Background: an optimization exercise with open tools, aiming at small area. Do not read the settings as production practice. Where RTL was checked, it was by simulation tests only, not by an equivalence proof against the original. No functional check of the RTL was part of runs 2 to 4. Power figures rest on the tool's default switching activity, not on a simulated workload.

**flow/flow/run.sh**
```bash
#!/bin/bash
# Standard layout, with two changes: clock tree synthesis inserts no dummy
# loads and uses larger sink clusters, and the port buffers are the smallest buffer cell.
set -e
export CTS_ARGS="-sink_clustering_enable -repair_clock_nets -dont_use_dummy_load -buf_list sky130_fd_sc_hd__clkbuf_16 -sink_clustering_size 28 -sink_clustering_max_diameter 70"
export BUFFER_PORTS_ARGS="-buffer_cell sky130_fd_sc_hd__buf_1"
bash standard.sh > standard.log 2>&1
```
**flow/standard.sh**
```bash
#!/bin/bash
# synth_recipe.tcl (not shown) runs the flow's synth.tcl, then flattens the netlist and writes it again
# the make line also repeats each setting of config.mk as NAME=value (left out here)
make -C /OpenROAD-flow-scripts/flow DESIGN_CONFIG=/design/flow/config.mk WORK_HOME=/design/flow/orfs CLKGATE_MAP_FILE= SYNTH_SCRIPT=/design/flow/synth_recipe.tcl "${@:-finish}"
```
**flow/config.mk**
```make
export PLATFORM = sky130hd
export DESIGN_NAME = PIPE_Top
export DESIGN_NICKNAME = PIPE_Top
export VERILOG_FILES = /design/flow/design.v
export SDC_FILE = /design/flow/constraint.sdc
export NUM_CORES = 4
export LEC_CHECK = 0
export CAP_MARGIN = 20
export CORE_MARGIN = 2
export CORE_UTILIZATION = 50
export PLACE_DENSITY = 0.65
export SETUP_SLACK_MARGIN = 0.15
export SLEW_MARGIN = 20
```
**flow/constraint.sdc**
```tcl
create_clock -name core_clock -period 8.5 [get_ports {clk}]
set_input_delay 1.7000 -clock core_clock [delete_from_list [all_inputs] [get_ports {clk}]]
set_output_delay 1.7000 -clock core_clock [all_outputs]
set_load 0.01 [all_outputs]
```
**flow/design.v**
```verilog
`timescale 1ns/1ns
module ALU(sel,sub,A,B,Result,Sum);
	input [1:0] sel;
	input sub;
	input [31:0] A,B;
	output reg [31:0] Result;
	output [31:0] Sum;
	assign Sum = A + (B ^ {32{sub}}) + {31'd0,sub};
	wire lt = (A[31] ^ B[31]) ? A[31] : Sum[31];
	always @(*) begin
		case (sel)
			2'd0: Result = A & B;
			2'd1: Result = A | B;
			2'd2: Result = Sum;
			default: Result = {31'd0, lt};
		endcase
	end
endmodule
`timescale 1ns/1ns
module RegisterFile(clk,rst,we,waddr,wdata,raddr,rbyp,rdata);
	input clk,rst,we,rbyp;
	input [4:0] waddr,raddr;
	input [31:0] wdata;
	output reg [31:0] rdata;
	reg [1023:0] mem;
	reg [31:0] valid;
	wire [31:0] wsel = we ? (32'd1 << waddr) : 32'd0;
	wire [31:0] rsel = rbyp ? 32'd0 : valid & (32'd1 << raddr);
	integer i;
	always @(posedge clk) begin
		for (i = 0; i < 32; i = i + 1)
			if (wsel[i]) mem[i*32 +: 32] <= wdata;
	end
	always @(posedge clk or posedge rst) begin
		if (rst) valid <= 32'd0;
		else valid <= valid | wsel;
	end
	always @(*) begin
		rdata = wdata & {32{rbyp}};
		for (i = 0; i < 32; i = i + 1)
			rdata = rdata | (mem[i*32 +: 32] & {32{rsel[i]}});
	end
endmodule
`timescale 1ns/1ns
module PIPE_Top(clk,rst,InstOut,DMReadData,PCOut,DMAddress,DMWriteData,MemRead,MemWrite);
	input clk,rst;
	input [31:0]InstOut,DMReadData;
	output MemRead,MemWrite;
	output [31:0]DMWriteData,DMAddress,PCOut;
	reg [31:0] pc;
	wire [31:0] pc4 = pc + 32'd4;
	reg [31:0] id_pc4;
	reg [30:0] id_inst_lo;
	reg id_inst_hi;            
	wire [31:0] id_inst = {id_inst_hi, id_inst_lo};
	wire [5:0] op = id_inst[31:26];
	wire [5:0] fn = id_inst[5:0];
	wire [4:0] id_rs = id_inst[25:21];
	wire [4:0] id_rt = id_inst[20:16];
	wire op_r = op == 6'd0, op_addi = op == 6'd1, op_slti = op == 6'd2, op_lw = op == 6'd3, op_sw = op == 6'd4,
	     op_beq = op == 6'd5, op_j = op == 6'd6, op_jr = op == 6'd7, op_jal = op == 6'd8;
	wire d_regwrite = op_r | op_addi | op_slti | op_lw | op_jal;
	wire d_jmp = op_j | op_jr | op_jal;
	wire d_alusrc = op_addi | op_slti | op_lw | op_sw;
	reg [1:0] d_sel; reg d_sub;
	always @(*) begin
		if (op_addi | op_lw | op_sw) begin d_sel = 2'd2; d_sub = 1'b0; end
		else if (op_beq) begin d_sel = 2'd2; d_sub = 1'b1; end
		else if (op_slti) begin d_sel = 2'd3; d_sub = 1'b1; end
		else case (fn)
			6'd1: begin d_sel = 2'd2; d_sub = 1'b0; end
			6'd2: begin d_sel = 2'd2; d_sub = 1'b1; end
			6'd8: begin d_sel = 2'd1; d_sub = 1'b0; end
			6'd16: begin d_sel = 2'd3; d_sub = 1'b1; end
			default: begin d_sel = 2'd0; d_sub = 1'b0; end
		endcase
	end
	reg ex_regwrite, ex_memread, ex_memwrite, ex_branch, ex_jmp;    
	reg ex_jr, ex_jal, ex_alusrc, ex_regdst, ex_sub;
	reg [1:0] ex_sel;
	reg [31:0] ex_pc4, ex_a, ex_b;
	reg [25:0] ex_inst;
	wire [4:0] ex_rs = ex_inst[25:21];
	wire [4:0] ex_rt = ex_inst[20:16];
	wire [4:0] ex_rd = ex_inst[15:11];
	wire stall = ex_memread & ((ex_rt == id_rs) | (ex_rt == id_rt));
	reg ph_p, ph_n;
	wire first_half = ph_p ^ ph_n;
	wire [4:0] raddr = first_half ? id_rt : id_rs;
	wire [31:0] rdata;
	reg [31:0] rt_n;
	reg mem_regwrite; reg [4:0] mem_rd; wire [31:0] wbval;
	wire id_byp_rs = mem_regwrite & (mem_rd == id_rs) & (mem_rd != 5'd0);
	wire id_byp_rt = mem_regwrite & (mem_rd == id_rt) & (mem_rd != 5'd0);
	wire rbyp = first_half ? id_byp_rt : id_byp_rs;
	RegisterFile rf(clk, rst, mem_regwrite, mem_rd, wbval, raddr, rbyp, rdata);
	always @(posedge clk or posedge rst)
		if (rst) ph_p <= 1'b0; else ph_p <= ~ph_p;
	always @(negedge clk) begin
		ph_n <= ph_p;
		rt_n <= rdata;
	end
	reg mem_memread, mem_memwrite, mem_taken;     
	reg mem_jal;
	reg [31:0] mem_result, mem_sd;
	wire fa_mem = mem_regwrite & (mem_rd == ex_rs) & (mem_rd != 5'd0);
	wire fb_mem = mem_regwrite & (mem_rd == ex_rt) & (mem_rd != 5'd0);
	wire [31:0] opa = fa_mem ? mem_result : ex_a;
	wire [31:0] rtv = fb_mem ? mem_result : ex_b;
	wire [31:0] imm = {{16{ex_inst[15]}}, ex_inst[15:0]};
	wire [31:0] opb = ex_alusrc ? imm : rtv;
	wire [31:0] alu_res, alu_sum;
	ALU alu(ex_sel, ex_sub, opa, opb, alu_res, alu_sum);
	wire [31:0] target = ex_pc4 + {imm[29:0], 2'b00};
	wire [4:0] ex_dest = ex_jal ? 5'd31 : ex_regdst ? ex_rd : ex_rt;
	assign DMAddress = mem_result;
	assign DMWriteData = mem_sd;
	assign MemRead = mem_memread;
	assign MemWrite = mem_memwrite;
	assign wbval = mem_jal ? mem_sd : mem_memread ? DMReadData : mem_result;
	wire [31:0] jtarget = ex_jr ? opa : {ex_pc4[31:28], ex_inst, 2'b00};
	wire [31:0] npc = ex_jmp ? jtarget : mem_taken ? mem_result : pc4;
	assign PCOut = pc;
	always @(posedge clk or posedge rst) begin
		if (rst) begin
			pc <= 32'd0;
			id_inst_hi <= 1'b1;
			ex_regwrite <= 1'b0; ex_memread <= 1'b0; ex_memwrite <= 1'b0; ex_branch <= 1'b0; ex_jmp <= 1'b0;
			mem_regwrite <= 1'b0; mem_memread <= 1'b0; mem_memwrite <= 1'b0; mem_taken <= 1'b0;
		end else begin
			if (!stall) begin
				pc <= npc;
				id_inst_hi <= InstOut[31];
			end
			ex_regwrite <= d_regwrite & ~stall;
			ex_memread <= op_lw & ~stall;
			ex_memwrite <= op_sw & ~stall;
			ex_branch <= op_beq & ~stall;
			ex_jmp <= d_jmp & ~stall;
			mem_regwrite <= ex_regwrite;
			mem_memread <= ex_memread;
			mem_memwrite <= ex_memwrite;
			mem_taken <= ex_branch & (alu_sum == 32'd0);
		end
	end
	always @(posedge clk) begin
		if (!stall) begin
			id_pc4 <= pc4;
			id_inst_lo <= InstOut[30:0];
		end
		ex_jr <= op_jr; ex_jal <= op_jal; ex_alusrc <= d_alusrc; ex_regdst <= op_r;
		ex_sel <= d_sel; ex_sub <= d_sub;
		ex_pc4 <= id_pc4; ex_inst <= id_inst[25:0];
		ex_a <= rdata; ex_b <= rt_n;
		mem_jal <= ex_jal;
		mem_rd <= ex_dest;
		mem_result <= ex_branch ? target : alu_res;
		mem_sd <= ex_jal ? ex_pc4 : rtv;
	end
endmodule
```
==> results of run 1 <==
## metal layers
| layer | share of wire, % | wire length (um) | global-route usage (%) |
|---|---|---|---|
| met5 | 0.014 | 27 | 0 |
| met4 | 4.7 | 8950 | 13.9 |
| met3 | 12 | 22500 | 6.63 |
| met2 | 47 | 89900 | 54.6 |
| met1 | 37 | 71100 | 45.0 |
## placed cells by master (no fill, tap or decap), types with 90 or more instances in the layout
cell	instances
sky130_fd_sc_hd__buf_1	163
sky130_fd_sc_hd__a22oi_1	249
sky130_fd_sc_hd__mux2i_1	133
sky130_fd_sc_hd__buf_4	184
sky130_fd_sc_hd__nand2_1	159
sky130_fd_sc_hd__a22o_1	118
sky130_fd_sc_hd__a221oi_1	136
sky130_fd_sc_hd__edfxtp_1	1087
sky130_fd_sc_hd__xnor2_1	90
sky130_fd_sc_hd__dfxtp_1	229
sky130_fd_sc_hd__inv_1	106
sky130_fd_sc_hd__a21oi_1	108
## per-stage QoR
step | util (%) | instances
after floorplan | - | 3663
after global placement | 53.8 | 5238
after detailed placement | 53.8 | 5238
after CTS | 55.6 | 5343
after global routing | 55.7 | 5347
final | 55.7 | 5348
## power groups by stage
stage	Combinational [uW]	Sequential, uW	Clock (uW)
after floorplan	848	7930	24.4
after global placement	1340	8000	24.4
after detailed placement	1340	8000	24.4
after CTS	1350	7850	3670
after global routing	1480	7880	3890
final	1370	7860	3660
## area by class of cell
| cell class | instances | area, sq um |
|---|---|---|
| Antenna cell | 2 | 5.00 |
| Clock buffer | 73 | 1830 |
| Clock inverter | 33 | 124 |
| Fill cell | 8642 | 48100 |
| Inverter | 79 | 300 |
| Multi-Input combinational cell | 1994 | 15200 |
| Sequential cell | 1394 | 39200 |
| Tap cell | 1414 | 1770 |
| Timing Repair Buffer | 359 | 2220 |
## timing repair
item,4_1_cts,5_1_grt
cloned,0,1
gates resized for setup,1,11
setup buffers,0,2
pin swaps,0,1
setup endpoints to repair,2,17
## how the worst min path moves through the flow
stage,end,start,cells after the start,slack [ns]
detailed placement,ex_inst[12],id_inst_lo[12],0,0.33
finish,ex_pc4[18],id_pc4[18],0,0.34
floorplan,ex_inst[10],id_inst_lo[10],0,0.32
global placement,ex_pc4[24],id_pc4[24],0,0.32
global route,ex_pc4[30],id_pc4[30],0,0.35
CTS,ex_pc4[22],id_pc4[22],0,0.34
## cell families after synthesis
kind of cell	count (synthesis)	share of synthesized area (%)
XOR/XNOR	139	2.22
AND/OR/NAND/NOR	640	6.01
adder cells (fa/ha/maj)	92	2.00
flip-flops	1394	71.5
buffers and inverters	275	1.91
AO/OA/AOI/OAI	929	12.6
multiplexers	194	3.68
## worst reg2reg max path, delay by kind of cell, from the launching register on
kind	cells	cell delay, ns
AND/OR/NAND/NOR	5	1.64
AO/OA/AOI/OAI	2	0.71
buffers and inverters	2	0.53
flip-flops	1	0.44
multiplexers	1	0.40
XOR/XNOR	1	0.25
==> qor.csv, run 1 <==
metric,value,unit
outcome,"complete, no violations",
class of the tightest hold or removal check,reg -> reg,
critical path launch point type,flip-flop,
CTS tree,done,
Die Outline Area,112000,sq um
start-to-end type of the worst setup path,reg -> reg,
fraction of layout instances using a drive strength above 1,12.6,%
library cell contributing the largest single delay on the critical path,sky130_fd_sc_hd__or3_1,
Combinational Power Share,10.6,%
DR iter-0 viols,5789,
number of buffers inserted by hold repair at cts,0,
peak per-stage delay on the critical path,0.49,ns
cell types with the largest area share after synthesis,"sky130_fd_sc_hd__edfxtp_1, sky130_fd_sc_hd__dfxtp_1, sky130_fd_sc_hd__a22oi_1",
worst IR drop on VDD,0.000141,V
Hold Worst Slack,0.337,ns
proportion of register bits with asynchronous set or reset after synthesis,5.38,%
Max-Cap Viols,0,
I/O pin count,164,
layout overhead on the synthesized area,10.7,%
Largest register FFs,1024,
relative max-transition margin,17.4,%
critical path's top delay family,simple AND/OR/NAND/NOR gates,
setup slack of the worst register-to-register path,0.19,ns
CP required,4.80,ns
clock sink count,1394,
pwr dens,213,nW/um^2
yosys synthesis warning count,3,
library cell with the highest instance count after synthesis,sky130_fd_sc_hd__edfxtp_1,
startpoint of the worst register-to-register path,ph_p,
post-synthesis register bit count,1394,
register with the most flip-flops,rf.mem,
total clock buffers created by CTS,73,
dominant cell type by area after synthesis,sky130_fd_sc_hd__edfxtp_1,
DRC errors left,0,
"Distinct cells, synth",83,
post-layout power,12900,uW
mean instance size in the synthesized netlist,14.9,sq um
floorplan row count,121,
Worst Setup EP,rt_n[22],
final routed wirelength across all metal layers,192000,um
width of the chip,335,um
vias in the first global route,34700,
overflow left after global routing,0,
worst slew pin tran,1.23,ns
Clk pwr share,28.4,%
setup repair after global routing missed its margin,true,
Max Clock Skew,0.0766,ns
final weighted congestion of routability-driven global placement,0.958,
CP Cell Sequence,"xnor2_4, mux2_2, or3_1, a211oi_4, buf_4, nor3b_1, and3b_2, buf_4, a221oi_1, nand4_1, or3_1",
synthesized cell area,54700,sq um
share of the synthesized area in the top cell type,59.6,%
leakage power,0.0209,uW
die height,335,um
Clock Tree Root,sky130_fd_sc_hd__clkbuf_16,
Buffers & Inverters on Critical Path,2,
router iterations before antenna repair,8,
final-report setup violation count,0,
register area share after synthesis,71.5,%
number of enable-type register cells in the synthesized netlist,1087,
initial antenna violation count,7,
maximum number of pins on one net before global-route repair,66,
aggregate global-route resource usage,33.8,%
Worst Setup Slack post-DPL,0.0661,ns
element type at the critical path end,flip-flop,
per-cell via count in the routed design,6.78,
quantity of I/O buffers inserted on ports,163,
PnR worst setup slack,0.194,ns
data arrival time of the critical path,4.60,ns
estimated wirelength of the detail-placed design,120000,um
synthesized netlist net count,3793,
internal power consumption,9680,uW
final total negative setup slack,0,ns
first element of the critical path,ph_p,
Final Hold Fails,0,
NumNets Final,4064,
remaining antenna violation count after routing,0,
worst reg2reg path depth,11,
reg-to-reg critical path endpoint,rt_n[22],
proportion of power drawn by flip-flops and latches,60.9,%
number of standard cells after synthesis,3663,
instance area at placement,58500,sq um
net switching power figure,3220,uW
area inside the core boundary,109000,sq um
CP Max Fanout,10,
clock input transition at the sequential cells of the worst setup and hold paths,0.07,ns
switching part of the total,25.0,%
starting density of the core,50.4,%
Final Instance Area,60600,sq um
prevailing post-synth register cell,sky130_fd_sc_hd__edfxtp_1,
Worst-Skew Late Latency,0.70,ns
total count of max-transition violations in the final report,0,
via count,36300,
CTS H-Tree Depth,3,
per-cell routed wire length,36.0,um
critical path depth,11,
global-route wire length before repair,266000,um
most common library cells after synthesis,"sky130_fd_sc_hd__edfxtp_1, sky130_fd_sc_hd__a22oi_1, sky130_fd_sc_hd__dfxtp_1",
maximum root-to-sink buffer count,3,
==> run 2, diff against run 1 <==
--- a/flow/design.v
+++ b/flow/design.v
@@ -88,3 +88,5 @@
 	wire first_half = ph_p ^ ph_n;
-	wire [4:0] raddr = first_half ? id_rt : id_rs;
+	reg [4:0] ra_p, ra_n;
+	wire [4:0] raddr = ra_p ^ ra_n;
+	wire [4:0] rt_next = stall ? id_rt : InstOut[20:16];
 	wire [31:0] rdata;
@@ -97,5 +99,7 @@
 	always @(posedge clk or posedge rst)
-		if (rst) ph_p <= 1'b0; else ph_p <= ~ph_p;
+		if (rst) begin ph_p <= 1'b0; ra_p <= 5'd0; end
+		else begin ph_p <= ~ph_p; ra_p <= rt_next ^ ra_n; end
 	always @(negedge clk) begin
 		ph_n <= ph_p;
+		ra_n <= id_rs ^ ra_p;
 		rt_n <= rdata;
--- a/flow/config.mk
+++ b/flow/config.mk
@@ -11,3 +11,2 @@
 export PLACE_DENSITY = 0.65
-export SETUP_SLACK_MARGIN = 0.15
 export SLEW_MARGIN = 20
==> run 2 against run 1 <==
  * Still clean on timing, DRC and antenna
  * Synthesized area up 0.62%
  * First-iteration DRC count up 2.1%
  * Routed wire length down 1.2%
  * Register-to-register slack better by 0.09 ns
  * Core utilization down 0.21 points
  * Clock power down 1%
  * Sequential power up 2.7%
  * Largest power group unchanged
  * Highest routed layer unchanged
==> qor.csv, run 2 <==
metric,value,unit,change
outcome,"complete, no violations",,unchanged
CTS H-Tree Depth,3,,unchanged
register area share after synthesis,71.5,%,about the same
synthesized cell area,55100,sq um,was 54700 sq um
final weighted congestion of routability-driven global placement,0.965,,was 0.958
CTS tree,done,,unchanged
via count,36100,,was 36300
I/O pin count,164,,unchanged
floorplan row count,121,,unchanged
proportion of power drawn by flip-flops and latches,58.3,%,was 60.9%
relative max-transition margin,20.7,%,was 17.4%
layout overhead on the synthesized area,9.86,%,was 10.7%
remaining antenna violation count after routing,0,,unchanged
Final Hold Fails,0,,unchanged
DR iter-0 viols,5912,,was 5789
Combinational Power Share,15.5,%,was 10.6%
leakage power,0.0211,uW,was 0.0209 uW
number of enable-type register cells in the synthesized netlist,1087,,unchanged
setup fix buffers added after clock tree synthesis,0,,unchanged
overflow left after global routing,0,,unchanged
critical path launch point type,flip-flop,,unchanged
per-cell routed wire length,35.8,um,was 36.0 um
share of the synthesized area in the top cell type,59.3,%,was 59.6%
CP required,4.87,ns,was 4.80 ns
final routed wirelength across all metal layers,190000,um,was 192000 um
Max Clock Skew,0.0912,ns,was 0.0766 ns
Max-Cap Viols,0,,unchanged
most common library cells after synthesis,"sky130_fd_sc_hd__edfxtp_1, sky130_fd_sc_hd__dfxtp_1, sky130_fd_sc_hd__a22oi_1",,"was sky130_fd_sc_hd__edfxtp_1, sky130_fd_sc_hd__a22oi_1, sky130_fd_sc_hd__dfxtp_1"
estimated wirelength of the detail-placed design,113000,um,was 120000 um
post-synthesis register bit count,1404,,was 1394
quantity of I/O buffers inserted on ports,163,,unchanged
total clock buffers created by CTS,70,,was 73
library cell with the highest instance count after synthesis,sky130_fd_sc_hd__edfxtp_1,,unchanged
Largest register FFs,1024,,unchanged
net switching power figure,3840,uW,was 3220 uW
CP Max Fanout,12,,was 10
number of buffers inserted by hold repair at cts,0,,unchanged
proportion of register bits with asynchronous set or reset after synthesis,5.70,%,was 5.38%
"commonest non-fill, non-tap cells in the layout","sky130_fd_sc_hd__edfxtp_1, sky130_fd_sc_hd__dfxtp_1, sky130_fd_sc_hd__a22oi_1",,"was sky130_fd_sc_hd__edfxtp_1, sky130_fd_sc_hd__a22oi_1, sky130_fd_sc_hd__dfxtp_1"
per-cell via count in the routed design,6.80,,was 6.78
number of resized instances in the post-cts repair step,0,,was 1
"Distinct cells, synth",76,,was 83
DRC errors left,0,,unchanged
area inside the core boundary,109000,sq um,about the same
maximum root-to-sink buffer count,3,,unchanged
start-to-end type of the worst setup path,reg -> reg,,unchanged
Die Outline Area,113000,sq um,was 112000 sq um
die height,336,um,was 335 um
dominant cell type by area after synthesis,sky130_fd_sc_hd__edfxtp_1,,unchanged
switching part of the total,27.8,%,was 25.0%
initial antenna violation count,8,,was 7
final-report setup violation count,0,,unchanged
setup repair after global routing missed its margin,false,,was true
vias in the first global route,33700,,was 34700
register with the most flip-flops,rf.mem,,unchanged
clock input transition at the sequential cells of the worst setup and hold paths,0.11,ns,was 0.07 ns
fill cell total of the finished layout,8633,,was 8642
cell types with the largest area share after synthesis,"sky130_fd_sc_hd__edfxtp_1, sky130_fd_sc_hd__dfxtp_1, sky130_fd_sc_hd__dfrtp_1",,"was sky130_fd_sc_hd__edfxtp_1, sky130_fd_sc_hd__dfxtp_1, sky130_fd_sc_hd__a22oi_1"
fraction of layout instances using a drive strength above 1,11.9,%,was 12.6%
aggregate global-route resource usage,33.3,%,was 33.8%
final total negative setup slack,0,ns,unchanged
internal power consumption,10000,uW,was 9680 uW
mean instance size in the synthesized netlist,15.1,sq um,was 14.9 sq um
NumNets Final,4018,,was 4064
data arrival time of the critical path,4.59,ns,was 4.60 ns
pwr dens,229,nW/um^2,was 213 nW/um^2
clock sink count,1404,,was 1394
global-route wire length before repair,262000,um,was 266000 um
worst slew pin tran,1.18,ns,was 1.23 ns
Hold Worst Slack,0.311,ns,was 0.337 ns
Clk pwr share,26.2,%,was 28.4%
router iterations before antenna repair,8,,unchanged
post-layout power,13800,uW,was 12900 uW
number of standard cells after synthesis,3651,,was 3663
Worst-Skew Late Latency,0.71,ns,was 0.70 ns
total count of max-transition violations in the final report,0,,unchanged
prevailing post-synth register cell,sky130_fd_sc_hd__edfxtp_1,,unchanged
yosys synthesis warning count,3,,unchanged
class of the tightest hold or removal check,reg -> reg,,unchanged
width of the chip,336,um,was 335 um
synthesized netlist net count,3781,,was 3793
maximum number of pins on one net before global-route repair,63,,was 66
element type at the critical path end,flip-flop,,unchanged
starting density of the core,50.5,%,was 50.4%
worst IR drop on VDD,0.000146,V,was 0.000141 V
Clock Tree Root,sky130_fd_sc_hd__clkbuf_16,,unchanged
"commonest non-fill, non-tap cell in the layout",sky130_fd_sc_hd__edfxtp_1,,unchanged
==> run 2: cell count changes after synthesis, moves of 19 or more <==
cell / previous run / this run
sky130_fd_sc_hd__nor4_1: 49 / 23
sky130_fd_sc_hd__nand3_1: 83 / 64
sky130_fd_sc_hd__a22o_1: 118 / 146
sky130_fd_sc_hd__buf_2: 5 / 48
sky130_fd_sc_hd__xor2_1: 48 / 72
sky130_fd_sc_hd__a22oi_1: 249 / 191
sky130_fd_sc_hd__a221oi_1: 136 / 159
sky130_fd_sc_hd__clkbuf_1: 162 / 137
==> run 2: worst paths after layout <==
kind	startpoint	endpoint	slack, ns	cells after the start
max	ph_p	rt_n[14]	0.28	12
min	id_pc4[8]	ex_pc4[8]	0.31	0
max reg2reg	ph_p	rt_n[14]	0.28	12
min reg2reg	id_pc4[8]	ex_pc4[8]	0.31	0
max in group asynchronous	rst	rf.valid[16]	6.18	3
min in group asynchronous	rst	pc[22]	1.05	2
==> run 2: logic make-up after synthesis <==
logic type | count (synthesis) | share of synthesized area [%]
flops | 1404 | 71.5
compound gates | 923 | 12.6
simple gates | 606 | 5.70
buf+inv | 274 | 2.04
mux | 195 | 3.69
xor+xnor | 159 | 2.54
fa+ha+maj | 90 | 1.95
==> run 2: power groups by stage <==
stage          clock [uW]  combinational, uW  sequential [uW]
2_1_floorplan        28.0               1290             8110
3_3_place_gp         28.0               2060             8210
3_5_place_dp         28.0               2080             8210
4_1_cts              3630               2100             8060
5_1_grt              3870               2300             8090
6_report             3620               2140             8070
==> run 2: worst max-delay path, cell delays in order (launching register included) <==
cell	delay, ns
sky130_fd_sc_hd__dfrtp_1	0.43
sky130_fd_sc_hd__xnor2_2	0.18
sky130_fd_sc_hd__mux2i_1	0.22
sky130_fd_sc_hd__mux2_2	0.35
sky130_fd_sc_hd__and3_1	0.20
sky130_fd_sc_hd__and2_2	0.36
sky130_fd_sc_hd__buf_4	0.29
sky130_fd_sc_hd__nor4_2	0.96
sky130_fd_sc_hd__buf_4	0.43
sky130_fd_sc_hd__a22o_1	0.17
sky130_fd_sc_hd__a221oi_1	0.04
sky130_fd_sc_hd__nand4_1	0.15
sky130_fd_sc_hd__or3_1	0.12
==> run 2: stage by stage <==
step	worst slack (ns)	util, %	area (sq um)	std cells
floorplan	0.553	-	55100	3651
global placement	0.285	53.7	58600	5192
detailed placement	0.269	53.7	58600	5192
CTS	0.204	55.5	60500	5299
global route	0.150	55.5	60500	5300
finish	0.280	55.5	60500	5305
==> run 2: cell type report <==
class                   instances  area [sq um]  area share, %
inverters                      65           249          0.411
flip-flops and latches       1404         39400           65.1
multi-input cells            1973         15100           24.9
well taps                    1414          1770           2.92
clock buffers                  70          1750           2.89
repair buffers                336          2130           3.52
diodes                          5          12.5         0.0207
clock inverters                38           143          0.236
==> run 2: routing by layer <==
layer / global-route usage [%] / vias up / share of wire, %
met5: 0 / - / 0.034
met4: 13.4 / 10 / 4.4
li1: - / 14900 / -
met2: 53.0 / 2517 / 46
met1: 44.5 / 18200 / 37
met3: 7.33 / 442 / 12
==> run 3, diff against run 2 <==
--- a/flow/flow/run.sh
+++ b/flow/flow/run.sh
@@ -6,2 +6,3 @@
 export BUFFER_PORTS_ARGS="-buffer_cell sky130_fd_sc_hd__buf_1"
+export RECOVER_POWER=100
 bash standard.sh > standard.log 2>&1
==> run 3 against run 2 <==
  * The layout now fails its checks (capacitance limit, slew limit)
  * Register-to-register slack worse by 0.14 ns
  * Synthesized area stayed put
  * Via count hardly changed
  * Count of clock-buffer cells in the layout stayed put
  * Synthesized cell count stayed put
  * Sequential power hardly changed
  * Hold slack better by 0.0032 ns
  * Critical path depth is 1 higher
  * Clock skew is 0.0010 ns lower
  * Largest cell class unchanged
==> qor.csv, run 3 <==
metric,value,unit,change
data arrival time of the critical path,4.73,ns,was 4.59 ns
Post-Synth XOR/XNOR Area,2.54,%,unchanged
floorplan row count,121,,unchanged
aggregate global-route resource usage,33.3,%,unchanged
router iterations before antenna repair,6,,was 8
Max-Cap Viols,48,,was 0
dominant combinational cell family by area after synthesis,compound AO/OA/AOI/OAI gates,,unchanged
worst slew pin tran,4.37,ns,was 1.18 ns
Post-Synth Adder-Cell Area,1.95,%,unchanged
mean instance size in the synthesized netlist,15.1,sq um,unchanged
I/O pin count,164,,unchanged
via count,36100,,about the same
"commonest non-fill, non-tap cell in the layout",sky130_fd_sc_hd__edfxtp_1,,unchanged
setup slack of the worst register-to-register path,0.14,ns,was 0.28 ns
most common library cells after synthesis,"sky130_fd_sc_hd__edfxtp_1, sky130_fd_sc_hd__dfxtp_1, sky130_fd_sc_hd__a22oi_1",,unchanged
final weighted congestion of routability-driven global placement,0.965,,unchanged
initial antenna violation count,8,,unchanged
final routed wirelength across all metal layers,190000,um,about the same
number of enable-type register cells in the synthesized netlist,1087,,unchanged
die height,336,um,unchanged
layout overhead on the synthesized area,8.87,%,was 9.86%
worst reg2reg path depth,13,,was 12
pwr dens,230,nW/um^2,was 229 nW/um^2
outcome,finished with violations,,"was complete, no violations"
CP Max Fanout,12,,unchanged
Buffers & Inverters on Critical Path,2,,unchanged
estimated wirelength of the detail-placed design,113000,um,unchanged
critical path launch point type,flip-flop,,unchanged
proportion of register bits with asynchronous set or reset after synthesis,5.70,%,unchanged
library cell contributing the largest single delay on the critical path,sky130_fd_sc_hd__nor4_4,,was sky130_fd_sc_hd__nor4_2
Final Hold Fails,0,,unchanged
Largest register FFs,1024,,unchanged
vias in the first global route,33700,,unchanged
per-cell routed wire length,35.9,um,was 35.8 um
library cell with the highest instance count after synthesis,sky130_fd_sc_hd__edfxtp_1,,unchanged
fraction of layout instances using a drive strength above 1,8.26,%,was 11.9%
startpoint of the worst hold path,id_pc4[8],,unchanged
width of the chip,336,um,unchanged
total count of max-transition violations in the final report,1443,,was 0
setup repair after global routing missed its margin,false,,unchanged
"Distinct cells, synth",76,,unchanged
worst hold endpoint,ex_pc4[8],,unchanged
clock input transition at the sequential cells of the worst setup and hold paths,0.11,ns,about the same
portion of netlist area occupied by mux cells,3.69,%,unchanged
synthesized cell area,55100,sq um,unchanged
leakage power,0.0207,uW,was 0.0211 uW
startpoint of the worst register-to-register path,ph_p,,unchanged
final-report setup violation count,0,,unchanged
area inside the core boundary,109000,sq um,unchanged
maximum number of pins on one net before global-route repair,63,,unchanged
Clock Tree Root,sky130_fd_sc_hd__clkbuf_16,,unchanged
per-cell via count in the routed design,6.81,,was 6.80
CP Cell Sequence,"xnor2_1, mux2i_1, mux2_2, and3_1, and2_2, buf_4, nor4_4, clkbuf_2, a22o_1, a221oi_1, nand3_1, nor4_1, nand2_1",,"was xnor2_2, mux2i_1, mux2_2, and3_1, and2_2, buf_4, nor4_2, buf_4, a22o_1, a221oi_1, nand4_1, or3_1"
NumNets Final,4018,,unchanged
starting density of the core,50.5,%,unchanged
Max Clock Skew,0.0901,ns,was 0.0912 ns
CTS tree,done,,unchanged
critical path's top delay family,simple AND/OR/NAND/NOR gates,,unchanged
worst IR drop on VDD,0.000145,V,was 0.000146 V
peak per-stage delay on the critical path,0.96,ns,about the same
share of the synthesized area in the top cell type,59.3,%,unchanged
overflow left after global routing,0,,unchanged
DRC errors left,0,,unchanged
post-synthesis register bit count,1404,,unchanged
dominant cell type by area after synthesis,sky130_fd_sc_hd__edfxtp_1,,unchanged
register with the most flip-flops,rf.mem,,unchanged
global-route wire length before repair,262000,um,unchanged
relative max-transition margin,-192,%,was 20.7%
Hold Path Depth,0,,unchanged
area used by multi-input combinational logic,14800,sq um,was 15100 sq um
core occupancy in the finished layout,55.0,%,was 55.5%
final total negative setup slack,0,ns,unchanged
register area share after synthesis,71.5,%,unchanged
Worst-Skew Late Latency,0.71,ns,about the same
"commonest non-fill, non-tap cells in the layout","sky130_fd_sc_hd__edfxtp_1, sky130_fd_sc_hd__dfxtp_1, sky130_fd_sc_hd__a22oi_1",,unchanged
Layout Check Fails,"capacitance limit, slew limit",,
sequential cell area,39400,sq um,about the same
prevailing post-synth register cell,sky130_fd_sc_hd__edfxtp_1,,unchanged
synthesized netlist net count,3781,,unchanged
element type at the critical path end,flip-flop,,unchanged
remaining antenna violation count after routing,0,,unchanged
clock sink count,1404,,unchanged
quantity of I/O buffers inserted on ports,163,,unchanged
CP required,4.86,ns,was 4.87 ns
cell types with the largest area share after synthesis,"sky130_fd_sc_hd__edfxtp_1, sky130_fd_sc_hd__dfxtp_1, sky130_fd_sc_hd__dfrtp_1",,unchanged
class of the tightest hold or removal check,reg -> reg,,unchanged
Die Outline Area,113000,sq um,unchanged
fill cell total of the finished layout,8771,,was 8633
simple logic cell fraction of the synthesized area,5.70,%,unchanged
number of standard cells after synthesis,3651,,unchanged
DR iter-0 viols,5892,,was 5912
reg-to-reg critical path endpoint,rt_n[5],,was rt_n[14]
fraction of the mapped netlist area in compound gates,12.6,%,unchanged
maximum root-to-sink buffer count,3,,unchanged
CTS H-Tree Depth,3,,unchanged
start-to-end type of the worst setup path,reg -> reg,,unchanged
number of buffers inserted by hold repair at cts,0,,unchanged
yosys synthesis warning count,3,,unchanged
total clock buffers created by CTS,70,,unchanged
-- run 3: cell counts after synthesis --
No cell type changed its count.
-- run 3: timing repair --
| action | 4_1_cts | 5_1_grt |
|---|---|---|
| setup buffers | 0 | 0 |
| setup endpoints to repair | 0 | 3 |
| resized for setup | 0 | 1 |
-- run 3: how the worst max path moves through the flow --
stage	end	slack [ns]	startpoint	cells past startpoint
6_report	rt_n[5]	0.14	ph_p	13
5_1_grt	rt_n[23]	0.08	ph_p	13
4_1_cts	rt_n[31]	0.20	ph_p	11
3_5_place_dp	rt_n[4]	0.27	ph_p	11
3_3_place_gp	rt_n[4]	0.29	ph_p	11
2_1_floorplan	rt_n[29]	0.55	DMReadData[29]	6
-- run 3: stage by stage --
step	cell area (sq um)	hold WS [ns]	setup slack, ns	power (uW)	std cells
finish	60000	0.314	0.135	13800	5304
global route	60000	0.323	0.0794	14200	5300
CTS	60500	0.317	0.204	13800	5299
detailed placement	58600	0.328	0.269	10300	5192
global placement	58600	0.325	0.285	10300	5192
floorplan	55100	0.323	0.553	9430	3651
-- run 3: report_power, final --
group          total (uW)  leakage (uW)  internal [uW]  switching (uW)
Clock                3620       0.00107           1500            2110
Sequential           8080        0.0131           7770             313
Combinational        2120       0.00650            716            1400
-- run 3: logic make-up after synthesis --
logic type / after synthesis
XOR/XNOR: 159
flip-flops: 1404
AND/OR/NAND/NOR: 606
adder cells (fa/ha/maj): 90
buffers and inverters: 274
AO/OA/AOI/OAI: 923
multiplexers: 195
-- run 3: area by class of cell --
class,instances,area share (%)
diodes,4,0.0167
clock buffers,70,2.92
clock inverters,38,0.238
inverters,65,0.411
multi-input cells,1973,24.7
flip-flops and latches,1404,65.7
well taps,1414,2.95
repair buffers,336,3.02
-- run 3: layer usage --
metal / global-route usage (%) / share of wire [%]
met3: 7.33 / 12
met1: 44.5 / 37
met4: 13.4 / 4.4
met5: 0 / 0.023
met2: 53.0 / 46
==> run 4, diff against run 3 <==
--- a/flow/flow/run.sh
+++ b/flow/flow/run.sh
@@ -6,3 +6,2 @@
 export BUFFER_PORTS_ARGS="-buffer_cell sky130_fd_sc_hd__buf_1"
-export RECOVER_POWER=100
 bash standard.sh > standard.log 2>&1
--- a/flow/config.mk
+++ b/flow/config.mk
@@ -9,4 +9,4 @@
 export CORE_MARGIN = 2
-export CORE_UTILIZATION = 50
-export PLACE_DENSITY = 0.65
+export CORE_UTILIZATION = 65
+export PLACE_DENSITY = 0.8
 export SLEW_MARGIN = 20
==> run 4 against run 3 <==
  * The run now finishes clean
  * Setup slack gained 0.14 ns
  * Combinational power grew 3%
  * Die area shrank 23%
==> qor.csv, run 4 <==
metric,value,unit,change
simple logic cell fraction of the synthesized area,5.70,%,unchanged
Clock Tree Root,sky130_fd_sc_hd__clkbuf_16,,unchanged
switching part of the total,27.6,%,was 27.7%
dominant combinational cell family by area after synthesis,compound AO/OA/AOI/OAI gates,,unchanged
via count,37000,,was 36100
Combinational Power Share,16.0,%,was 15.3%
starting density of the core,65.7,%,was 50.5%
most common library cells after synthesis,"sky130_fd_sc_hd__edfxtp_1, sky130_fd_sc_hd__dfxtp_1, sky130_fd_sc_hd__a22oi_1",,unchanged
aggregate global-route resource usage,41.1,%,was 33.3%
synthesized netlist net count,3781,,unchanged
Most Crowded Layer GR,met2,,unchanged
total clock buffers created by CTS,66,,was 70
Post-Synth Adder-Cell Area,1.95,%,unchanged
Clk pwr share,25.1,%,was 26.2%
synthesized cell area,55100,sq um,unchanged
clock input transition at the sequential cells of the worst setup and hold paths,0.10,ns,was 0.11 ns
proportion of register bits with asynchronous set or reset after synthesis,5.70,%,unchanged
proportion of power drawn by flip-flops and latches,58.9,%,was 58.5%
prevailing post-synth register cell,sky130_fd_sc_hd__edfxtp_1,,unchanged
Hold Worst Slack,0.340,ns,was 0.314 ns
I/O pin count,164,,unchanged
final routed wirelength across all metal layers,181000,um,was 190000 um
fill cell total of the finished layout,5239,,was 8771
setup fix buffers added after clock tree synthesis,0,,unchanged
number of resized instances in the post-cts repair step,0,,unchanged
leakage power,0.0211,uW,was 0.0207 uW
DR iter-0 viols,6662,,was 5892
GR met3 Demand/Resource,14.2,%,was 7.33%
register area share after synthesis,71.5,%,unchanged
width of the chip,295,um,was 336 um
total count of max-transition violations in the final report,0,,was 1443
worst IR drop on VDD,0.000150,V,was 0.000145 V
internal power consumption,9930,uW,was 9990 uW
fraction of the mapped netlist area in compound gates,12.6,%,unchanged
estimated wirelength of the detail-placed design,108000,um,was 113000 um
element type at the critical path end,flip-flop,,unchanged
overflow left after global routing,0,,unchanged
number of standard cells after synthesis,3651,,unchanged
per-cell routed wire length,36.0,um,was 35.9 um
number of buffers inserted by hold repair at cts,0,,unchanged
floorplan row count,106,,was 121
die height,295,um,was 336 um
Post-Synth XOR/XNOR Area,2.54,%,unchanged
Worst-Skew Late Latency,0.71,ns,about the same
layout overhead on the synthesized area,9.33,%,was 8.87%
cell types with the largest area share after synthesis,"sky130_fd_sc_hd__edfxtp_1, sky130_fd_sc_hd__dfxtp_1, sky130_fd_sc_hd__dfrtp_1",,unchanged
register with the most flip-flops,rf.mem,,unchanged
"commonest non-fill, non-tap cell in the layout",sky130_fd_sc_hd__edfxtp_1,,unchanged
Die Outline Area,87100,sq um,was 113000 sq um
area inside the core boundary,83800,sq um,was 109000 sq um
number of enable-type register cells in the synthesized netlist,1087,,unchanged
router iterations before antenna repair,8,,was 6
dominant cell type by area after synthesis,sky130_fd_sc_hd__edfxtp_1,,unchanged
pwr dens,228,nW/um^2,was 230 nW/um^2
relative max-transition margin,21.5,%,was -192%
start-to-end type of the worst setup path,reg -> reg,,unchanged
data arrival time of the critical path,4.49,ns,was 4.73 ns
Final Hold Fails,0,,unchanged
CP required,4.76,ns,was 4.86 ns
per-cell via count in the routed design,7.38,,was 6.81
Largest register FFs,1024,,unchanged
class of the tightest hold or removal check,reg -> reg,,unchanged
library cell with the highest instance count after synthesis,sky130_fd_sc_hd__edfxtp_1,,unchanged
final weighted congestion of routability-driven global placement,0.969,,was 0.965
"Distinct cells, synth",76,,unchanged
global-route wire length before repair,250000,um,was 262000 um
fraction of layout instances using a drive strength above 1,11.7,%,was 8.26%
CTS tree,done,,unchanged
critical path launch point type,flip-flop,,unchanged
"commonest non-fill, non-tap cells in the layout","sky130_fd_sc_hd__edfxtp_1, sky130_fd_sc_hd__dfxtp_1, sky130_fd_sc_hd__a22oi_1",,unchanged
outcome,"complete, no violations",,was finished with violations
portion of netlist area occupied by mux cells,3.69,%,unchanged
initial antenna violation count,10,,was 8
share of the synthesized area in the top cell type,59.3,%,unchanged
clock sink count,1404,,unchanged
worst slew pin tran,1.17,ns,was 4.37 ns
final total negative setup slack,0,ns,unchanged
vias in the first global route,34700,,was 33700
final-report setup violation count,0,,unchanged
yosys synthesis warning count,3,,unchanged
Final Instance Area,60200,sq um,was 60000 sq um
post-layout power,13700,uW,was 13800 uW
instance area at placement,58400,sq um,was 58600 sq um
net switching power figure,3780,uW,was 3830 uW
DRC errors left,0,,unchanged
maximum root-to-sink buffer count,3,,unchanged
post-synthesis register bit count,1404,,unchanged
Max Clock Skew,0.113,ns,was 0.0901 ns
maximum number of pins on one net before global-route repair,73,,was 63
core occupancy in the finished layout,71.8,%,was 55.0%
setup repair after global routing missed its margin,false,,unchanged
Max-Cap Viols,0,,was 48
CP Max Fanout,22,,was 12
GR Layer Usage met1,53.2,%,was 44.5%
quantity of I/O buffers inserted on ports,163,,unchanged
met2 Resource Use GR,61.8,%,was 53.0%
remaining antenna violation count after routing,0,,unchanged
NumNets Final,4009,,was 4018
CTS H-Tree Depth,3,,unchanged
mean instance size in the synthesized netlist,15.1,sq um,unchanged
==> run 4: power by group through the flow <==
stage	Clock [uW]	Combinational [uW]	Sequential, uW
final	3450	2190	8070
after global routing	3650	2330	8090
after CTS	3430	2120	8050
after detailed placement	28.0	2100	8200
after global placement	28.0	2040	8200
after floorplan	28.0	1290	8110
==> run 4: worst max-delay path, cell delays in order, from the launching register on <==
cell,delay [ns]
sky130_fd_sc_hd__dfrtp_1,0.44
sky130_fd_sc_hd__xnor2_2,0.35
sky130_fd_sc_hd__mux2i_1,0.27
sky130_fd_sc_hd__xnor2_1,0.09
sky130_fd_sc_hd__nor3_1,0.24
sky130_fd_sc_hd__and2_2,0.41
sky130_fd_sc_hd__buf_12,0.26
sky130_fd_sc_hd__nor4_2,0.10
sky130_fd_sc_hd__buf_4,0.33
sky130_fd_sc_hd__buf_4,0.24
sky130_fd_sc_hd__a221oi_1,0.40
sky130_fd_sc_hd__nand3_1,0.13
sky130_fd_sc_hd__nor4_1,0.36
sky130_fd_sc_hd__nand2_1,0.21
==> run 4: cell families after synthesis <==
kind of cell,after synthesis
mux,195
flops,1404
buf+inv,274
simple gates,606
fa+ha+maj,90
compound gates,923
xor+xnor,159
==> run 4: per-layer routing <==
layer  up-vias  part of all wire, %
met3       702                   16
li1      14800                    -
met4         8                  6.4
met5         -                0.028
met2      3321                   44
met1     18100                   34
==> run 4: area by class of cell <==
| class | instances | area (sq um) | share of cell area, % |
|---|---|---|---|
| diodes | 2 | 5.00 | 0.00831 |
| clock buffers | 66 | 1650 | 2.74 |
| clock inverters | 38 | 143 | 0.237 |
| inverters | 65 | 249 | 0.413 |
| multi-input cells | 1973 | 15100 | 25.0 |
| flip-flops and latches | 1404 | 39400 | 65.4 |
| well taps | 1134 | 1420 | 2.36 |
| repair buffers | 331 | 2290 | 3.80 |
==> run 4: final timing paths <==
path                       startpoint          to  slack (ns)  cells past startpoint
setup / recovery                 ph_p    rt_n[27]        0.27                     13
hold / removal             id_pc4[17]  ex_pc4[17]        0.34                      0
setup reg to reg                 ph_p    rt_n[27]        0.27                     13
hold reg to reg            id_pc4[17]  ex_pc4[17]        0.34                      0
max in group asynchronous         rst   ex_branch        6.15                      3
min in group asynchronous         rst      pc[20]        1.08                      2
==> run 4: through the flow <==
step	worst slack, ns	cells
after detailed placement	0.379	4908
final	0.271	5013
after global placement	0.547	4908
after CTS	0.362	5011
after global routing	0.211	5012
after floorplan	0.553	3651
==> run 5, diff against run 4 <==
--- a/flow/design.v
+++ b/flow/design.v
@@ -25,5 +25,6 @@
 	reg [1023:0] mem;
-	reg [31:0] valid;
 	wire [31:0] wsel = we ? (32'd1 << waddr) : 32'd0;
-	wire [31:0] rsel = rbyp ? 32'd0 : valid & (32'd1 << raddr);
+	wire [31:0] wen = wsel | {32{rst}};
+	wire [31:0] wd = rst ? 32'd0 : wdata;
+	wire [31:0] rsel = rbyp ? 32'd0 : (32'd1 << raddr);
 	integer i;
@@ -31,7 +32,3 @@
 		for (i = 0; i < 32; i = i + 1)
-			if (wsel[i]) mem[i*32 +: 32] <= wdata;
-	end
-	always @(posedge clk or posedge rst) begin
-		if (rst) valid <= 32'd0;
-		else valid <= valid | wsel;
+			if (wen[i]) mem[i*32 +: 32] <= wd;
 	end
--- a/flow/config.mk
+++ b/flow/config.mk
@@ -9,4 +9,5 @@
 export CORE_MARGIN = 2
-export CORE_UTILIZATION = 65
-export PLACE_DENSITY = 0.8
+export CORE_UTILIZATION = 50
+export PLACE_DENSITY = 0.65
+export SETUP_SLACK_MARGIN = 0.1
 export SLEW_MARGIN = 20
==> run 5 against run 4 <==
  * Via count is 1.9% lower
  * Final cell count is 6.6% higher
  * Critical path depth is 2 higher
  * Sequential cell count is 32 lower
  * Design area is 1.2% lower
  * Synthesized cell count is 1.4% higher
  * Sequential power is 21% higher
  * Die area is 27% higher
  * Hold slack worse by 0.041 ns
  * Clock power is 3% higher
==> qor.csv, run 5 <==
metric,value,unit,change
number of resized instances in the post-cts repair step,0,,unchanged
reg-to-reg critical path endpoint,rt_n[5],,was rt_n[27]
number of buffers inserted by hold repair at cts,0,,unchanged
DRC errors left,0,,unchanged
worst IR drop on VDD,0.000199,V,was 0.000150 V
post-synthesis register bit count,1372,,was 1404
aggregate global-route resource usage,33.2,%,was 41.1%
switching part of the total,37.6,%,was 27.6%
proportion of power drawn by flip-flops and latches,48.5,%,was 58.9%
share of the synthesized area in the top cell type,60.4,%,was 59.3%
final routed wirelength across all metal layers,188000,um,was 181000 um
register with the most flip-flops,rf.mem,,unchanged
proportion of register bits with asynchronous set or reset after synthesis,3.50,%,was 5.70%
most common library cells after synthesis,"sky130_fd_sc_hd__edfxtp_1, sky130_fd_sc_hd__nor2_1, sky130_fd_sc_hd__a21oi_1",,"was sky130_fd_sc_hd__edfxtp_1, sky130_fd_sc_hd__dfxtp_1, sky130_fd_sc_hd__a22oi_1"
Hold Path Depth,0,,unchanged
layout overhead on the synthesized area,10.0,%,was 9.33%
per-cell via count in the routed design,6.79,,was 7.38
number of standard cells after synthesis,3702,,was 3651
initial antenna violation count,8,,was 10
cell repeated most along the worst path,sky130_fd_sc_hd__buf_4,,unchanged
Worst-Skew Late Latency,0.69,ns,was 0.71 ns
final-report setup violation count,0,,unchanged
Combinational Power Share,34.0,%,was 16.0%
element type at the critical path end,flip-flop,,unchanged
relative max-transition margin,22.1,%,was 21.5%
overflow left after global routing,0,,unchanged
I/O pin count,164,,unchanged
total clock buffers created by CTS,69,,was 66
prevailing post-synth register cell,sky130_fd_sc_hd__edfxtp_1,,unchanged
setup repair after global routing missed its margin,false,,unchanged
leakage power,0.0214,uW,was 0.0211 uW
CP required,4.74,ns,was 4.76 ns
start-to-end type of the worst setup path,reg -> reg,,unchanged
"commonest non-fill, non-tap cells in the layout","sky130_fd_sc_hd__edfxtp_1, sky130_fd_sc_hd__nor2_1, sky130_fd_sc_hd__a21oi_1",,"was sky130_fd_sc_hd__edfxtp_1, sky130_fd_sc_hd__dfxtp_1, sky130_fd_sc_hd__a22oi_1"
estimated wirelength of the detail-placed design,115000,um,was 108000 um
register area share after synthesis,71.4,%,was 71.5%
setup fix buffers added after clock tree synthesis,0,,unchanged
final total negative setup slack,0,ns,unchanged
net switching power figure,7600,uW,was 3780 uW
Post-Synth XOR/XNOR Area,2.58,%,was 2.54%
Largest register FFs,1024,,unchanged
worst slew pin tran,1.16,ns,was 1.17 ns
sequential cell area,38600,sq um,was 39400 sq um
floorplan row count,120,,was 106
global-route wire length before repair,260000,um,was 250000 um
die height,333,um,was 295 um
"Distinct cells, synth",81,,was 76
startpoint of the worst register-to-register path,ph_p,,unchanged
maximum root-to-sink buffer count,3,,unchanged
dominant cell type by area after synthesis,sky130_fd_sc_hd__edfxtp_1,,unchanged
quantity of I/O buffers inserted on ports,163,,unchanged
class of the tightest hold or removal check,reg -> reg,,unchanged
area used by multi-input combinational logic,15100,sq um,unchanged
synthesized cell area,54100,sq um,was 55100 sq um
setup slack of the worst register-to-register path,0.24,ns,was 0.27 ns
CP Cell Sequence,"xnor2_1, buf_4, mux2i_1, xnor2_1, nor4_2, and3_1, buf_12, buf_4, nor4_2, buf_4, a22o_1, a221oi_1, nand4_1, nor3_2, nand2_1",,"was xnor2_2, mux2i_1, xnor2_1, nor3_1, and2_2, buf_12, nor4_2, buf_4, buf_4, a221oi_1, nand3_1, nor4_1, nand2_1"
Max-Cap Viols,0,,unchanged
starting density of the core,50.4,%,was 65.7%
critical path launch point type,flip-flop,,unchanged
CTS H-Tree Depth,3,,unchanged
vias in the first global route,34200,,was 34700
clock sink count,1372,,was 1404
Clk pwr share,17.6,%,was 25.1%
fraction of layout instances using a drive strength above 1,10.1,%,was 11.7%
library cell with the highest instance count after synthesis,sky130_fd_sc_hd__edfxtp_1,,unchanged
CP Max Fanout,24,,was 22
number of enable-type register cells in the synthesized netlist,1087,,unchanged
Final Hold Fails,0,,unchanged
maximum number of pins on one net before global-route repair,72,,was 73
CTS tree,done,,unchanged
simple logic cell fraction of the synthesized area,6.16,%,was 5.70%
clock input transition at the sequential cells of the worst setup and hold paths,0.10,ns,about the same
outcome,"complete, no violations",,unchanged
per-cell routed wire length,35.2,um,was 36.0 um
library cell contributing the largest single delay on the critical path,sky130_fd_sc_hd__dfrtp_1,,unchanged
dominant combinational cell family by area after synthesis,compound AO/OA/AOI/OAI gates,,unchanged
fill cell total of the finished layout,8582,,was 5239
portion of netlist area occupied by mux cells,3.48,%,was 3.69%
cell types with the largest area share after synthesis,"sky130_fd_sc_hd__edfxtp_1, sky130_fd_sc_hd__dfxtp_1, sky130_fd_sc_hd__a22oi_1",,"was sky130_fd_sc_hd__edfxtp_1, sky130_fd_sc_hd__dfxtp_1, sky130_fd_sc_hd__dfrtp_1"
pwr dens,340,nW/um^2,was 228 nW/um^2
Post-Synth Adder-Cell Area,1.97,%,was 1.95%
peak per-stage delay on the critical path,0.42,ns,was 0.44 ns
width of the chip,333,um,was 295 um
DR iter-0 viols,5624,,was 6662
worst hold endpoint,ex_pc4[5],,was ex_pc4[17]
data arrival time of the critical path,4.50,ns,was 4.49 ns
final weighted congestion of routability-driven global placement,0.984,,was 0.969
internal power consumption,12600,uW,was 9930 uW
critical path's top delay family,simple AND/OR/NAND/NOR gates,,unchanged
mean instance size in the synthesized netlist,14.6,sq um,was 15.1 sq um
router iterations before antenna repair,7,,was 8
area inside the core boundary,107000,sq um,was 83800 sq um
Worst Setup Slack post-DPL,0.236,ns,was 0.379 ns
Clock Tree Root,sky130_fd_sc_hd__clkbuf_16,,unchanged
Max Clock Skew,0.0957,ns,was 0.113 ns
PnR worst setup slack,0.239,ns,was 0.271 ns
via count,36300,,was 37000
worst reg2reg path depth,15,,was 13
synthesized netlist net count,3832,,was 3781
"commonest non-fill, non-tap cell in the layout",sky130_fd_sc_hd__edfxtp_1,,unchanged
fraction of the mapped netlist area in compound gates,12.6,%,about the same
Die Outline Area,111000,sq um,was 87100 sq um
remaining antenna violation count after routing,0,,unchanged
post-layout power,20200,uW,was 13700 uW
total count of max-transition violations in the final report,0,,unchanged
Buffers & Inverters on Critical Path,4,,was 3
startpoint of the worst hold path,id_pc4[5],,was id_pc4[17]
NumNets Final,4073,,was 4009
yosys synthesis warning count,3,,unchanged
[run 5: cell types whose count changed after synthesis, moves of 17 or more]
cell	change
sky130_fd_sc_hd__a22o_1	-19
sky130_fd_sc_hd__nor2_1	+151
sky130_fd_sc_hd__dfrtp_1	-32
sky130_fd_sc_hd__clkbuf_1	+31
sky130_fd_sc_hd__a221oi_1	-21
sky130_fd_sc_hd__nand2_1	-30
sky130_fd_sc_hd__o211ai_1	-29
sky130_fd_sc_hd__a21oi_1	+129
sky130_fd_sc_hd__buf_2	-43
sky130_fd_sc_hd__or2_2	-28
sky130_fd_sc_hd__and4_1	-17
sky130_fd_sc_hd__o21a_1	-19
sky130_fd_sc_hd__inv_1	-20
[run 5: logic make-up after synthesis]
family | Yosys count
compound gates | 958
xor+xnor | 158
fa+ha+maj | 89
buf+inv | 253
flops | 1372
mux | 181
simple gates | 691
[run 5: power by group through the flow]
| stage | Clock, uW | Sequential, uW | Combinational [uW] |
|---|---|---|---|
| floorplan | 28.0 | 9570 | 3820 |
| global placement | 28.0 | 9880 | 6560 |
| detailed placement | 28.0 | 9900 | 6620 |
| CTS | 3550 | 9750 | 6650 |
| global route | 3770 | 9880 | 7230 |
| finish | 3550 | 9800 | 6870 |
[run 5: through the flow]
stage	hold WS [ns]	utilization [%]	instance area [sq um]	std cells
final	0.298	55.5	59500	5345
after global routing	0.303	55.5	59500	5344
after CTS	0.296	55.5	59500	5344
after detailed placement	0.327	53.7	57600	5238
after global placement	0.325	53.7	57500	5237
after floorplan	0.323	-	54100	3702
[run 5: routing by layer]
layer	vias up	share of wire, %	global-route usage (%)	wire, um
li1	15000	-	-	-
met1	18200	37	45.4	70300
met2	2629	46	53.0	86800
met3	413	13	6.98	23500
met4	4	3.9	11.8	7300
met5	-	0.014	0	26
[run 5: cell type report]
cell class              count  area share [%]
clock inverters            38           0.240
clock buffers              69            2.90
well taps                1403            2.95
multi-input cells        2077            25.3
flip-flops and latches   1372            64.9
diodes                      1         0.00421
inverters                  47           0.301
repair buffers            338            3.38
[run 5: worst max-delay path by stage]
stage	end	from	cells after the start
after detailed placement	rt_n[5]	ph_p	15
after floorplan	rt_n[24]	ph_p	12
after global placement	rt_n[5]	ph_p	15
after CTS	rt_n[5]	ph_p	15
final	rt_n[5]	ph_p	15
after global routing	rt_n[6]	ph_p	15
==> run 6, diff against run 5 <==
--- a/flow/config.mk
+++ b/flow/config.mk
@@ -10,4 +10,4 @@
 export CORE_UTILIZATION = 50
+export GPL_TIMING_DRIVEN = 0
 export PLACE_DENSITY = 0.65
-export SETUP_SLACK_MARGIN = 0.1
 export SLEW_MARGIN = 20
==> run 6 against run 5 <==
  * Synthesized area did not move
  * Setup slack got worse by 0.29 ns
  * Non-clock buffer count grew 125
  * First-iteration DRC count rose by 15%
  * Synthesized cell count unchanged
  * Sequential cell count stayed put
  * Critical path depth shrank 6
  * Critical path type unchanged
  * Now fails the layout checks on setup timing
  * Sequential power fell by 1%
  * Core utilization up 2.0 points
  * Hold slack gained 0.025 ns
  * Largest cell class unchanged
  * Design area increased by 3.6%
==> qor.csv, run 6 <==
metric,value,unit,change
outcome,finished with violations,,"was complete, no violations"
Layout Check Fails,setup timing,,
initial antenna violation count,6,,was 8
final total negative setup slack,-0.0684,ns,was 0 ns
final-report setup violation count,2,,was 0
proportion of register bits with asynchronous set or reset after synthesis,3.50,%,unchanged
Worst Setup EP,ex_a[5],,was rt_n[5]
Buffers & Inverters on Critical Path,2,,was 4
post-layout power,22000,uW,was 20200 uW
number of standard cells after synthesis,3702,,unchanged
via count,37600,,was 36300
yosys synthesis warning count,3,,unchanged
Clock Tree Root,sky130_fd_sc_hd__clkbuf_16,,unchanged
number of cells after detailed placement,5366,,was 5238
library cell with the highest instance count after synthesis,sky130_fd_sc_hd__edfxtp_1,,unchanged
element type at the critical path end,flip-flop,,unchanged
Largest register FFs,1024,,unchanged
peak per-stage delay on the critical path,0.75,ns,was 0.42 ns
setup repair after global routing missed its margin,true,,was false
startpoint of the worst register-to-register path,ra_n[4],,was ph_p
"commonest non-fill, non-tap cell in the layout",sky130_fd_sc_hd__edfxtp_1,,unchanged
Final Hold Fails,0,,unchanged
"Distinct cells, synth",81,,unchanged
floorplan row count,120,,unchanged
register area share after synthesis,71.4,%,unchanged
remaining antenna violation count after routing,0,,unchanged
DR iter-0 viols,6493,,was 5624
leakage power,0.0222,uW,was 0.0214 uW
data arrival time of the critical path,9.14,ns,was 4.50 ns
worst IR drop on VDD,0.000228,V,was 0.000199 V
die height,333,um,unchanged
overflow left after global routing,0,,unchanged
"commonest non-fill, non-tap cells in the layout","sky130_fd_sc_hd__edfxtp_1, sky130_fd_sc_hd__dfxtp_1, sky130_fd_sc_hd__a21oi_1",,"was sky130_fd_sc_hd__edfxtp_1, sky130_fd_sc_hd__nor2_1, sky130_fd_sc_hd__a21oi_1"
Die Outline Area,111000,sq um,unchanged
global-route wire length before repair,287000,um,was 260000 um
switching part of the total,40.9,%,was 37.6%
per-cell via count in the routed design,6.87,,was 6.79
maximum root-to-sink buffer count,3,,unchanged
critical path depth,9,,was 15
Clk pwr share,17.1,%,was 17.6%
reg-to-reg critical path endpoint,ex_a[5],,was rt_n[5]
prevailing post-synth register cell,sky130_fd_sc_hd__edfxtp_1,,unchanged
per-cell routed wire length,39.0,um,was 35.2 um
I/O pin count,164,,unchanged
net switching power figure,9010,uW,was 7600 uW
estimated wirelength of the detail-placed design,150000,um,was 115000 um
library cell contributing the largest single delay on the critical path,sky130_fd_sc_hd__buf_2,,was sky130_fd_sc_hd__dfrtp_1
class of the tightest hold or removal check,reg -> reg,,unchanged
CTS tree,done,,unchanged
start-to-end type of the worst setup path,reg -> reg,,unchanged
total clock buffers created by CTS,77,,was 69
Worst Setup Slack post-DPL,-1.53,ns,was 0.236 ns
vias in the first global route,35300,,was 34200
width of the chip,333,um,unchanged
synthesized cell area,54100,sq um,unchanged
clock sink count,1372,,unchanged
CTS H-Tree Depth,3,,unchanged
Combinational Power Share,39.0,%,was 34.0%
register with the most flip-flops,rf.mem,,unchanged
critical path's top delay family,simple AND/OR/NAND/NOR gates,,unchanged
dominant cell type by area after synthesis,sky130_fd_sc_hd__edfxtp_1,,unchanged
NumNets Final,4206,,was 4073
PnR worst setup slack,-0.0502,ns,was 0.239 ns
final routed wirelength across all metal layers,214000,um,was 188000 um
proportion of power drawn by flip-flops and latches,43.9,%,was 48.5%
aggregate global-route resource usage,37.8,%,was 33.2%
mean instance size in the synthesized netlist,14.6,sq um,unchanged
first element of the critical path,ra_n[4],,was ph_p
relative max-transition margin,18.0,%,was 22.1%
most common library cells after synthesis,"sky130_fd_sc_hd__edfxtp_1, sky130_fd_sc_hd__nor2_1, sky130_fd_sc_hd__a21oi_1",,unchanged
worst reg2reg path depth,9,,was 15
fin cells,5478,,was 5345
clock input transition at the sequential cells of the worst setup and hold paths,0.10,ns,about the same
pwr dens,357,nW/um^2,was 340 nW/um^2
share of the synthesized area in the top cell type,60.4,%,unchanged
maximum number of pins on one net before global-route repair,45,,was 72
CP Cell Sequence,"xor2_2, clkbuf_2, nand3_1, nor2_2, buf_2, a221oi_1, nand4_1, nor3_2, nand2_2",,"was xnor2_1, buf_4, mux2i_1, xnor2_1, nor4_2, and3_1, buf_12, buf_4, nor4_2, buf_4, a22o_1, a221oi_1, nand4_1, nor3_2, nand2_1"
number of buffers inserted by hold repair at cts,0,,unchanged
critical path launch point type,flip-flop,,unchanged
final weighted congestion of routability-driven global placement,1.03,,was 0.984
setup slack of the worst register-to-register path,-0.05,ns,was 0.24 ns
cell types with the largest area share after synthesis,"sky130_fd_sc_hd__edfxtp_1, sky130_fd_sc_hd__dfxtp_1, sky130_fd_sc_hd__a22oi_1",,unchanged
number of enable-type register cells in the synthesized netlist,1087,,unchanged
CP Max Fanout,11,,was 24
Max Clock Skew,0.117,ns,was 0.0957 ns
Max-Cap Viols,0,,unchanged
Worst-Skew Late Latency,0.71,ns,was 0.69 ns
starting density of the core,50.4,%,unchanged
post-synthesis register bit count,1372,,unchanged
layout overhead on the synthesized area,14.0,%,was 10.0%
DRC errors left,0,,unchanged
internal power consumption,13000,uW,was 12600 uW
area inside the core boundary,107000,sq um,unchanged
fraction of layout instances using a drive strength above 1,12.5,%,was 10.1%
synthesized netlist net count,3832,,unchanged
worst slew pin tran,1.23,ns,was 1.16 ns
router iterations before antenna repair,6,,was 7
quantity of I/O buffers inserted on ports,162,,was 163
CP required,9.09,ns,was 4.74 ns
total count of max-transition violations in the final report,0,,unchanged
==> run 6: changes by cell type in the layout (fill, tap and decap cells not counted), sizes merged <==
cell / before / now
buf: 337 / 307
clkbuf: 70 / 230
clkdlybuf4s15: 0 / 3
==> run 6: cell families (layout without fill, tap and decap cells) <==
logic type               count (synthesis)  in the layout  synth area share [%]
buffers and inverters                  253            625                  1.80
XOR/XNOR                               158            158                  2.58
other                                    0              1                     0
multiplexers                           181            181                  3.48
flip-flops                            1372           1372                  71.4
AO/OA/AOI/OAI                          958            958                  12.6
AND/OR/NAND/NOR                        691            691                  6.16
adder cells (fa/ha/maj)                 89             89                  1.97
==> run 6: area by class of cell <==
type                            count  area, sq um
Inverter                           47          176
Fill cell                        8484        45600
Clock inverter                     38          143
Sequential cell                  1372        38600
Timing Repair Buffer              261         2480
Multi-Input combinational cell   2077        15500
Clock buffer                       77         1930
Tap cell                         1403         1760
Antenna cell                        1         2.50
Buffer                            202         1090
==> run 6: power by group through the flow <==
stage	logic, uW	registers, uW	clock network, uW
3_3_place_gp	7450	9790	28.0
6_report	8590	9660	3750
2_1_floorplan	3820	9570	28.0
5_1_grt	8770	9750	3960
3_5_place_dp	7790	9770	28.0
4_1_cts	8060	9630	3740
==> run 6: metrics by stage <==
step / utilization (%) / area [sq um] / hold WS, ns
finish: 57.5 / 61600 / 0.323
global route: 57.5 / 61600 / 0.321
CTS: 57.3 / 61400 / 0.322
detailed placement: 55.0 / 58900 / 0.327
global placement: 52.6 / 56400 / 0.323
floorplan: - / 54100 / 0.323
==> run 6: worst min-delay path by stage <==
stage / cells after the start / slack [ns] / endpoint / startpoint
5_1_grt: 0 / 0.32 / ex_pc4[16] / id_pc4[16]
4_1_cts: 0 / 0.32 / ex_pc4[16] / id_pc4[16]
6_report: 0 / 0.32 / ex_pc4[16] / id_pc4[16]
2_1_floorplan: 0 / 0.32 / ex_inst[10] / id_inst_lo[10]
3_5_place_dp: 0 / 0.33 / ex_pc4[21] / id_pc4[21]
3_3_place_gp: 0 / 0.32 / ex_pc4[9] / id_pc4[9]
==> run 6: timing repair <==
item                                    4_1_cts  5_1_grt
pin swaps                                    10       13
endpoints found under the setup margin       65       51
gates resized for setup                     179       87
buffers inserted                              0        0
==> run 6: per-layer routing <==
metal / vias to the layer above / track usage (%) / share of wire (%)
met1: 18900 / 48.5 / 36
met3: 633 / 9.50 / 12
met4: 10 / 20.4 / 6.8
met5: - / 0 / 0.033
li1: 15300 / - / -
met2: 2863 / 59.2 / 45
